This is an optimization exercise on Yosys and OpenROAD, whose aim is small area, not a production implementation. Where RTL was checked, it was by simulation tests only, not by an equivalence proof against the original. Power figures rest on the tool's default switching activity, not on a simulated workload. The flow treats the clock pin as an ideal source, which a real chip does not have.

Setup of v34:
// AXI_Sram
module AXI_Sram #(
    parameter   DATA_WIDTH  = 64,
                ADDR_WIDTH  = 32,
                ID_WIDTH    = 1,
                USER_WIDTH  = 1,
                STRB_WIDTH  = (DATA_WIDTH/8)
)(
    input                       ACLK,
    input                       ARESETn,
    input      [ADDR_WIDTH-1:0] AWADDR,
    input      [7:0]            AWLEN,
    input      [2:0]            AWSIZE,
    input      [1:0]            AWBURST,
    input                       AWVALID,
    output reg                  AWREADY,
    input      [DATA_WIDTH-1:0] WDATA,
    input      [STRB_WIDTH-1:0] WSTRB,
    input                       WLAST,
    input                       WVALID,
    output reg                  WREADY,
    output     [1:0]            BRESP,
    output reg                  BVALID,
    input                       BREADY,
    input      [ADDR_WIDTH-1:0] ARADDR,
    input      [7:0]            ARLEN,
    input      [2:0]            ARSIZE,
    input      [1:0]            ARBURST,
    input                       ARVALID,
    output reg                  ARREADY,
    output     [DATA_WIDTH-1:0] RDATA,
    output     [1:0]            RRESP,
    output reg                  RLAST,
    output reg                  RVALID,
    input                       RREADY,
    input                       bist_en,
    input                       dft_en,
    output                      bist_done,
    output reg [7:0]            bist_fail
);
    assign BRESP = 2'b00;
    assign RRESP = 2'b00;
    reg         wen;
    reg  [15:0] awaddr_start;
    reg  [7:0]  awlen;
    reg  [2:0]  awsize;
    reg         awcnt_flag;
    reg  [15:0] awcnt;
    reg  [15:0] awaddr;
    reg  [15:0] awstep;
    reg  [15:0] awstop;
    always @(*) begin
        case (awsize)
            3'h1:    begin awstep = 16'h2; awstop = {7'h0, awlen, 1'b0}; end
            3'h2:    begin awstep = 16'h4; awstop = {6'h0, awlen, 2'b0}; end
  ...
Size in the first run: roughly 4100 cells after synthesis, about 1200 flip-flops, roughly 260 I/O pins, roughly 54000 um2 of cells after synthesis.
export LEC_CHECK = 0
export CAP_MARGIN = 20
export CORE_MARGIN = 2
export CORE_UTILIZATION = 50
export PLACE_DENSITY = 0.7
export SLEW_MARGIN = 20
create_clock -name core_clock -period 14.0 [get_ports {ACLK}]
standard.sh (not shown) runs the stock make flow with config.mk's settings and CLKGATE_MAP_FILE= SYNTH_SCRIPT=/design/flow/synth_recipe.tcl, a recipe that flattens the netlist after the stock synthesis.
==> flow/flow/run.sh <==
#!/bin/bash
set -o pipefail
bash standard.sh \
  "BUFFER_PORTS_ARGS=-buffer_cell sky130_fd_sc_hd__buf_1" \
  "CTS_ARGS=-sink_clustering_enable -repair_clock_nets -dont_use_dummy_load -sink_clustering_size 20 -sink_clustering_max_diameter 60 -buf_list sky130_fd_sc_hd__clkbuf_16" \
  finish > flow.log 2>&1
v34: all stages complete, timing, DRC and antenna checks passed
diff inputs: v34 => v23
==> flow/flow/run.sh <==
#!/bin/bash
set -o pipefail
bash standard.sh \
  "BUFFER_PORTS_ARGS=-buffer_cell sky130_fd_sc_hd__buf_1" \
  "CTS_ARGS=-sink_clustering_enable -repair_clock_nets -dont_use_dummy_load -sink_clustering_size 30 -sink_clustering_max_diameter 80 -buf_list sky130_fd_sc_hd__clkbuf_16" \
  finish > flow.log 2>&1
### Flow results
Depth of the worst hold-timing path: v23 vs v34, no meaningful difference
Delta (v23 minus v34): post-synthesis to final-layout area growth fell by 1.9 points, number of hold buffers added after cts level, routed wire length -1.2 mm, final total power went down by about 5%.
Function was not checked in any run of this note: the RTL went through the layout flow alone.

* * *

== run 1 ==
AXI_Sram, a different RTL version from the one above (not shown whole).
Size: about 3,200 cells after synthesis, roughly 1,300 flip-flops, roughly 50,000 sq um of cells after synthesis.
export LEC_CHECK = 0
export CAP_MARGIN = 20
export CORE_MARGIN = 2
export CORE_UTILIZATION = 50
export PLACE_DENSITY = 0.7
export SLEW_MARGIN = 20
export SYNTH_HIERARCHICAL = 1
create_clock -name core_clock -period 14.0 [get_ports {ACLK}]
==> flow/flow/run.sh <==
#!/bin/bash
# The standard ORFS flow (standard.sh, unchanged synthesis) with:
#  - port buffers of the smallest buffer cell,
#  - a clock tree of larger sink clusters and no dummy loads,
#  - one tie cell per constant instead of one per constant output.
# The whole ORFS/OpenROAD output goes to flow.log in this folder; ORFS also
# keeps each step's log under orfs/logs/.
set -o pipefail
bash standard.sh \
  "BUFFER_PORTS_ARGS=-buffer_cell sky130_fd_sc_hd__buf_1" \
  "CTS_ARGS=-sink_clustering_enable -repair_clock_nets -dont_use_dummy_load -sink_clustering_size 25 -sink_clustering_max_diameter 70 -buf_list sky130_fd_sc_hd__clkbuf_16" \
  SKIP_REPAIR_TIE_FANOUT=1 \
  finish > flow.log 2>&1
Edits applied to the flow inputs when going from run 1 to run 2:
diff --git a/flow/flow/run.sh b/flow/flow/run.sh
--- a/flow/flow/run.sh
+++ b/flow/flow/run.sh
@@ -11,3 +11,3 @@
   "CTS_ARGS=-sink_clustering_enable -repair_clock_nets -dont_use_dummy_load -sink_clustering_size 25 -sink_clustering_max_diameter 70 -buf_list sky130_fd_sc_hd__clkbuf_16" \
-  SKIP_REPAIR_TIE_FANOUT=1 \
+  SKIP_REPAIR_TIE_FANOUT=1 REMOVE_ABC_BUFFERS=1 \
   finish > flow.log 2>&1
diff --git a/flow/config.mk b/flow/config.mk
--- a/flow/config.mk
+++ b/flow/config.mk
@@ -9,4 +9,5 @@
 export CORE_MARGIN = 2
-export CORE_UTILIZATION = 50
-export PLACE_DENSITY = 0.7
+export CORE_UTILIZATION = 60
+export GPL_TIMING_DRIVEN = 0
+export PLACE_DENSITY = 0.8
 export SLEW_MARGIN = 20
--- outcome ---
Between run 2 and run 1, it is run 2 whose detailed-route wire length is lower, by about 5%. Compared with run 1, run 2 shows a lower proportion of power drawn by the clock network. Comparing run 2 and run 1, the lower total chip power is on run 2. Comparing maximum ir drop on the vdd rail for run 2 and run 1, the smaller number came from run 1. Critical path depth for run 2: 2 down relative to run 1. Remaining global-route overflow: run 1 vs run 2 identical. Run 2 — top achievable clock speed about 13% lower, run 1 as reference. Taking run 1 as the reference point, the count of clock-buffer cells in the layout of run 2 falls by 7. Relative to run 1, the number of nets in the finished design of run 2 is lower by about 1.2%.
Changes in run 3 relative to run 2:
diff --git a/flow/config.mk b/flow/config.mk
--- a/flow/config.mk
+++ b/flow/config.mk
@@ -7,3 +7,3 @@
 export LEC_CHECK = 0
-export CAP_MARGIN = 20
+export CAP_MARGIN = 5
 export CORE_MARGIN = 2
@@ -12,3 +12,3 @@
 export PLACE_DENSITY = 0.8
-export SLEW_MARGIN = 20
+export SLEW_MARGIN = 5
 export SYNTH_HIERARCHICAL = 1
[summary]
Relative to run 2, number of iterations in the first detailed-routing pass has increased by 3 in run 3. Run 3 against run 2: switching power barely changed; final cell count without fillers essentially unchanged; final-layout clock buffer total rose 1. The first-pass GRT wire length on run 3 is in line with that on run 2. Post-place setup slack was higher in run 2 than in run 3.
diff inputs: run 3 => run 4
==> flow/flow/run.sh <==
#!/bin/bash
# The standard ORFS flow (standard.sh, unchanged synthesis) with:
#  - port buffers of the smallest buffer cell,
#  - a clock tree of larger sink clusters and no dummy loads.
# The whole ORFS/OpenROAD output goes to flow.log in this folder; ORFS also
# keeps each step's log under orfs/logs/.
set -o pipefail
bash standard.sh \
  "BUFFER_PORTS_ARGS=-buffer_cell sky130_fd_sc_hd__buf_1" \
  "CTS_ARGS=-sink_clustering_enable -repair_clock_nets -dont_use_dummy_load -sink_clustering_size 25 -sink_clustering_max_diameter 70 -buf_list sky130_fd_sc_hd__clkbuf_16" \
  SKIP_REPAIR_TIE_FANOUT=1 \
  finish > flow.log 2>&1
diff --git a/flow/config.mk b/flow/config.mk
--- a/flow/config.mk
+++ b/flow/config.mk
@@ -7,8 +7,7 @@
 export LEC_CHECK = 0
-export CAP_MARGIN = 5
+export CAP_MARGIN = 20
 export CORE_MARGIN = 2
 export CORE_UTILIZATION = 60
-export GPL_TIMING_DRIVEN = 0
 export PLACE_DENSITY = 0.8
-export SLEW_MARGIN = 5
+export SLEW_MARGIN = 20
 export SYNTH_HIERARCHICAL = 1
Findings:
Run 4 vs. run 3: worst reg-to-reg path cell count now sits higher, top-level I/O count roughly the same, share of the core filled with cells comparable, total routed wirelength higher, clock-buffer cell count fell by about 1.7%.
Compared run 4 against run 3; via count normalized by instance count within noise.
Lower required time of the critical path was reported by run 3, not run 4.

* * *

Setup of old:
AXI_Sram, a different RTL version from the one above (not shown whole).
Size: about 1300 flip-flops, roughly 260 I/O pins, ~49000 um^2 of cells after synthesis.
==> flow/config.mk <==
export PLATFORM = sky130hd
export DESIGN_NAME = AXI_Sram
export DESIGN_NICKNAME = AXI_Sram
export VERILOG_FILES = /design/flow/design.v
export SDC_FILE = /design/flow/constraint.sdc
export NUM_CORES = 4
export LEC_CHECK = 0
export CAP_MARGIN = 20
export CORE_MARGIN = 2
export CORE_UTILIZATION = 60
export GPL_TIMING_DRIVEN = 0
export PLACE_DENSITY = 0.8
export SLEW_MARGIN = 20
export SYNTH_HIERARCHICAL = 1
==> flow/constraint.sdc <==
create_clock -name core_clock -period 14.0 [get_ports {ACLK}]
set_input_delay 2.8000 -clock core_clock [delete_from_list [all_inputs] [get_ports {ACLK}]]
set_output_delay 2.8000 -clock core_clock [all_outputs]
set_load 0.01 [all_outputs]
==> flow/flow/run.sh <==
#!/bin/bash
# The standard ORFS flow (standard.sh): the synthesis unchanged, then the
# layout with:
#  - port buffers of the smallest buffer cell,
#  - a clock tree of larger sink clusters and no dummy loads,
#  - one tie cell per constant instead of one per constant output,
#  - the buffers ABC inserted removed at floorplan (REMOVE_ABC_BUFFERS),
#  - buffers of drive 6 and up kept out of the data-net repair (added to the
#    platform's don't-use list after synthesis).
# The tools' output goes to synth.log and flow.log in this folder; ORFS also
# keeps each step's log under orfs/logs/.
set -o pipefail
bash standard.sh synth > synth.log 2>&1 || exit 1
bash standard.sh \
  "DONT_USE_CELLS=sky130_fd_sc_hd__probe_p_8 sky130_fd_sc_hd__probec_p_8 sky130_fd_sc_hd__lpflow_bleeder_1 sky130_fd_sc_hd__lpflow_clkbufkapwr_1 sky130_fd_sc_hd__lpflow_clkbufkapwr_16 sky130_fd_sc_hd__lpflow_clkbufkapwr_2 sky130_fd_sc_hd__lpflow_clkbufkapwr_4 sky130_fd_sc_hd__lpflow_clkbufkapwr_8 sky130_fd_sc_hd__lpflow_clkinvkapwr_1 sky130_fd_sc_hd__lpflow_clkinvkapwr_16 sky130_fd_sc_hd__lpflow_clkinvkapwr_2 sky130_fd_sc_hd__lpflow_clkinvkapwr_4 sky130_fd_sc_hd__lpflow_clkinvkapwr_8 sky130_fd_sc_hd__lpflow_decapkapwr_12 sky130_fd_sc_hd__lpflow_decapkapwr_3 sky130_fd_sc_hd__lpflow_decapkapwr_4 sky130_fd_sc_hd__lpflow_decapkapwr_6 sky130_fd_sc_hd__lpflow_decapkapwr_8 sky130_fd_sc_hd__lpflow_inputiso0n_1 sky130_fd_sc_hd__lpflow_inputiso0p_1 sky130_fd_sc_hd__lpflow_inputiso1n_1 sky130_fd_sc_hd__lpflow_inputiso1p_1 sky130_fd_sc_hd__lpflow_inputisolatch_1 sky130_fd_sc_hd__lpflow_isobufsrc_1 sky130_fd_sc_hd__lpflow_isobufsrc_16 sky130_fd_sc_hd__lpflow_isobufsrc_2 sky130_fd_sc_hd__lpflow_isobufsrc_4 sky130_fd_sc_hd__lpflow_isobufsrc_8 sky130_fd_sc_hd__lpflow_isobufsrckapwr_16 sky130_fd_sc_hd__lpflow_lsbuf_lh_hl_isowell_tap_1 sky130_fd_sc_hd__lpflow_lsbuf_lh_hl_isowell_tap_2 sky130_fd_sc_hd__lpflow_lsbuf_lh_hl_isowell_tap_4 sky130_fd_sc_hd__lpflow_lsbuf_lh_isowell_4 sky130_fd_sc_hd__lpflow_lsbuf_lh_isowell_tap_1 sky130_fd_sc_hd__lpflow_lsbuf_lh_isowell_tap_2 sky130_fd_sc_hd__lpflow_lsbuf_lh_isowell_tap_4 sky130_fd_sc_hd__buf_6 sky130_fd_sc_hd__buf_8 sky130_fd_sc_hd__buf_12 sky130_fd_sc_hd__buf_16 sky130_fd_sc_hd__bufbuf_8 sky130_fd_sc_hd__bufbuf_16" \
  "BUFFER_PORTS_ARGS=-buffer_cell sky130_fd_sc_hd__buf_1" \
  "CTS_ARGS=-sink_clustering_enable -repair_clock_nets -dont_use_dummy_load -sink_clustering_size 27 -sink_clustering_max_diameter 80 -buf_list sky130_fd_sc_hd__clkbuf_16" \
  SKIP_REPAIR_TIE_FANOUT=1 REMOVE_ABC_BUFFERS=1 \
  finish > flow.log 2>&1
Input changes introduced in new (baseline for comparison: old):
-- flow/flow/run.sh --
<<< old, line 17
  "CTS_ARGS=-sink_clustering_enable -repair_clock_nets -dont_use_dummy_load -sink_clustering_size 27 -sink_clustering_max_diameter 80 -buf_list sky130_fd_sc_hd__clkbuf_16" \
>>> new, line 17
  "CTS_ARGS=-sink_clustering_enable -repair_clock_nets -dont_use_dummy_load -sink_clustering_size 30 -sink_clustering_max_diameter 80 -buf_list sky130_fd_sc_hd__clkbuf_16" \
==> comparison <==
- Going from old to new, final instance area shows no meaningful change; clock skew shows an increase of 0.020 ns; final critical-path required period now smaller; utilization closely matched the old numbers.
- Run comparison: new critical path launch point araddr_start[0]; old critical path launch point arcnt[0]

afterwards: timing with drivers on the ports:
How much do the figures lean on ideal ports? The routed layouts below were timed once more, with nothing changed but the port constraints.
Step 1, drivers: a clkbuf_16 drives ACLK and a buf_2 each remaining input, both assumed.
Step 2 adds t to the input delays and takes it off the output delays; t is the mean of the earliest and latest rising clock arrival at the registers after step 1. Input paths then give back, and output paths get back, about the clock's delay inside the block.
a / b / c = no drivers / after step 1 / after step 2; a / b = the first two.
run | t (ns) | setup WS [ns] | worst data-port slew with drivers (ns)
v34 | 0.748 | 5.943 / 5.996 / 5.248 | 0.08
v23 | 0.759 | 6.048 / 6.101 / 5.342 | 0.07
run 1 | 0.680 | 6.973 / 7.010 / 6.330 | 0.07
run 2 | 0.703 | 5.955 / 5.961 / 5.259 | 0.09
run 3 | 0.701 | 4.816 / 4.823 / 4.122 | 0.09
run 4 | 0.698 | 6.926 / 6.959 / 6.261 | 0.14
old | 0.688 | 3.474 / 3.474 / 3.474 | 0.11
new | 0.682 | 3.512 / 3.512 / 3.512 | 0.11
After both steps every run listed still meets setup and hold. For v23, which loses most, drivers alone change the setup slack by +0.053 ns; drivers and shift together by -0.706 ns.
